Background: an optimization exercise with open tools, aiming at small area and a short achievable clock period. Do not read the settings as production practice.
Power figures rest on the tool's default switching activity, not on a simulated workload.

## the reference run
// gb_apu
module gb_apu (
    input  logic        clk,
    input  logic        reset,
    input  logic [15:0] addr_i,
    input  logic [ 7:0] data_i,
    input  logic        wren,
    output logic [ 7:0] data_o,
    output logic [15:0] left,
    output logic [15:0] right
);
export LEC_CHECK = 0
export CAP_MARGIN = 20
export CORE_MARGIN = 2
export CORE_UTILIZATION = 40
export SETUP_SLACK_MARGIN = 5
export SLEW_MARGIN = 20
create_clock -name core_clock -period 11.0 [get_ports {clk}]
run.sh (not shown) runs the stock make flow with config.mk's settings and CLKGATE_MAP_FILE= SYNTH_SCRIPT=/design/flow/synth_recipe.tcl, a recipe that flattens the netlist after the stock synthesis.
> inputs changed (the reference run -> the trial run)
diff --git a/flow/design.v b/flow/design.v
--- a/flow/design.v
+++ b/flow/design.v
@@ -69,46 +69,45 @@
     output logic [ 3:0] level_n,
     output logic        on
 );
     logic [10:0] shadow;
     logic        ovf, ovf_n;
     generate
         if (SWEEP) begin : g_sweep
             logic [3:0] stimer;
             logic sen;
             logic [10:0] delta;
             logic [3:0] reload;
             logic step;
+            logic [11:0] res;
             assign delta  = shadow >> nsh;
             assign reload = (pace == 3'd0) ? 4'd8 : {1'b0, pace};
             assign step   = sw_clk & (stimer == 4'd0) & sen;
+            assign res    = {1'b0, shadow} + {1'b0, delta ^ {11{dec}}} + {11'd0, dec};
             always_comb begin
                 if (sp) ovf_n = 1'b0;
-                else if (step & ~dec & ~ovf) ovf_n = ({1'b0, shadow} + {1'b0, delta}) > 12'd2047;
+                else if (step & ~dec & ~ovf) ovf_n = res[11];
                 else ovf_n = ovf;
             end
             always_ff @(posedge clk) begin
                 ovf <= ovf_n;
                 if (sp) begin
                     shadow <= freq;
                     stimer <= reload;
                     sen    <= (pace != 3'd0) && (nsh != 3'd0);
                 end else if (sw_clk) begin
                     if (stimer != 4'd0) stimer <= stimer - 1'b1;
                     else begin
                         stimer <= reload;
-                        if (sen) begin
-                            if (dec) shadow <= shadow - delta;
-                            else if (~ovf) shadow <= shadow + delta;
-                        end
+                        if (sen & (dec | ~ovf)) shadow <= res[10:0];
                     end
                 end
             end
         end else begin : g_nosweep
             always_ff @(posedge clk) begin
                 if (sp) shadow <= freq;
             end
             assign ovf   = 1'b0;
             assign ovf_n = 1'b0;
         end
     endgenerate
     logic [3:0] vol_n;
@@ -409,30 +408,37 @@
         .sp     (sp[3]),
         .length (regs[16][5:0]),
         .init   (regs[17][7:4]),
         .inc    (regs[17][3]),
         .nenv   (regs[17][2:0]),
         .shift  (regs[18][7:4]),
         .width7 (regs[18][3]),
         .ratio  (regs[18][2:0]),
         .single (regs[19][6]),
         .level_n(lv4_n),
         .en     (ch4_on)
     );
+    logic [47:0] rsel;
+    logic [ 7:0] rd;
+    integer m;
     always_comb begin
-        if (in_regs) begin
-            if (ridx == 5'd22) data_o = {se, 3'b000, ch4_on, ch3_on, ch2_on, ch1_on};
-            else data_o = regs[ridx];
-        end else if (in_wave) data_o = ch3_dac ? cur_byte : wave[addr_i[3:0]];
-        else data_o = 8'hFF;
+        for (m = 0; m < 48; m = m + 1) rsel[m] = hi_ok & (addr_i[5:0] == m[5:0] + 6'd16);
+        rd = 8'h00;
+        for (m = 0; m < 32; m = m + 1) begin
+            if (m == 22) rd = rd | ({8{rsel[m]}} & {se, 3'b000, ch4_on, ch3_on, ch2_on, ch1_on});
+            else rd = rd | ({8{rsel[m]}} & regs[m]);
+        end
+        for (m = 0; m < 16; m = m + 1) rd = rd | ({8{rsel[32+m] & ~ch3_dac}} & wave[m]);
+        rd = rd | ({8{in_wave & ch3_dac}} & cur_byte);
+        data_o = rd | {8{~(in_regs | in_wave)}};
     end
     logic [7:0] pan_n;
     assign pan_n = regs_n[21];
     logic [5:0] sum_l, sum_r;
     always_ff @(posedge clk) begin
         sum_l <= (pan_n[4] ? {2'b00, lv1_n} : 6'd0) + (pan_n[5] ? {2'b00, lv2_n} : 6'd0)
                + (pan_n[6] ? {2'b00, lv3_n} : 6'd0) + (pan_n[7] ? {2'b00, lv4_n} : 6'd0);
         sum_r <= (pan_n[0] ? {2'b00, lv1_n} : 6'd0) + (pan_n[1] ? {2'b00, lv2_n} : 6'd0)
                + (pan_n[2] ? {2'b00, lv3_n} : 6'd0) + (pan_n[3] ? {2'b00, lv4_n} : 6'd0);
     end
     logic [2:0] vl, vr;
     assign vl = regs[20][6:4] & {3{se}};
[summary]
The trial run went all the way through synthesis, placement and routing and the layout is clean on timing, DRC and antenna. Via count of the trial run exceeds that of the reference run by more than 10%. met3 layer wire length in the routed design in the trial run is 4600 um above the reference run. Global-route usage: the trial run vs the reference run up 9.1 points. Summary — synthesized cell count, the trial run relative to the reference run: higher, by about 3.5%. On via density per instance: between the trial run and the reference run, it ends up lower for the reference run. Comparing the two runs side by side, the trial run comes out behind the reference run on time the worst path needs with I/O delays and setup. On total of fill cells in the finished design, the trial run and the reference run are neck and neck. Compared with the reference run, in the trial run power density relative to cell area went up by 5.1 mW/mm2; met3 layer usage reported by global route moved up; leakage power -1.7%. Period utilization (lower): the reference run. Clock-buffer cell count on the trial run is down relative to the reference run. In the trial run, the delay of the slowest cell on the worst path came out 50 ps above the value in the reference run.
No run of this note included a check of the RTL's function; only the layout flow was run.

==> afterwards: timing with drivers on the ports <==
Ports are ideal in the flow. The routed layouts listed here were re-timed in OpenROAD.
Step 1 assumes that a clkbuf_16 drives the clock port and a buf_2 every other input.
Step 2 times the ports against the registers' clock, not the clock port: input delays grow and output delays shrink by t, the midpoint of the rising clock arrivals with the driver on.
Slacks: ideal / step 1 / step 2; pairs: ideal / step 1.
run | shift t [ns] | setup WS [ns] | worst register clock-pin slew, ns
the reference run | 0.667 | 4.501 / 4.298 / 4.287 | 0.07 / 0.07
the trial run | 0.690 | 4.053 / 3.919 / 3.919 | 0.07 / 0.07
After both steps every run listed still meets setup and hold. The setup slack of the reference run, which loses most, moves by -0.203 ns with the drivers and by -0.214 ns with both steps.
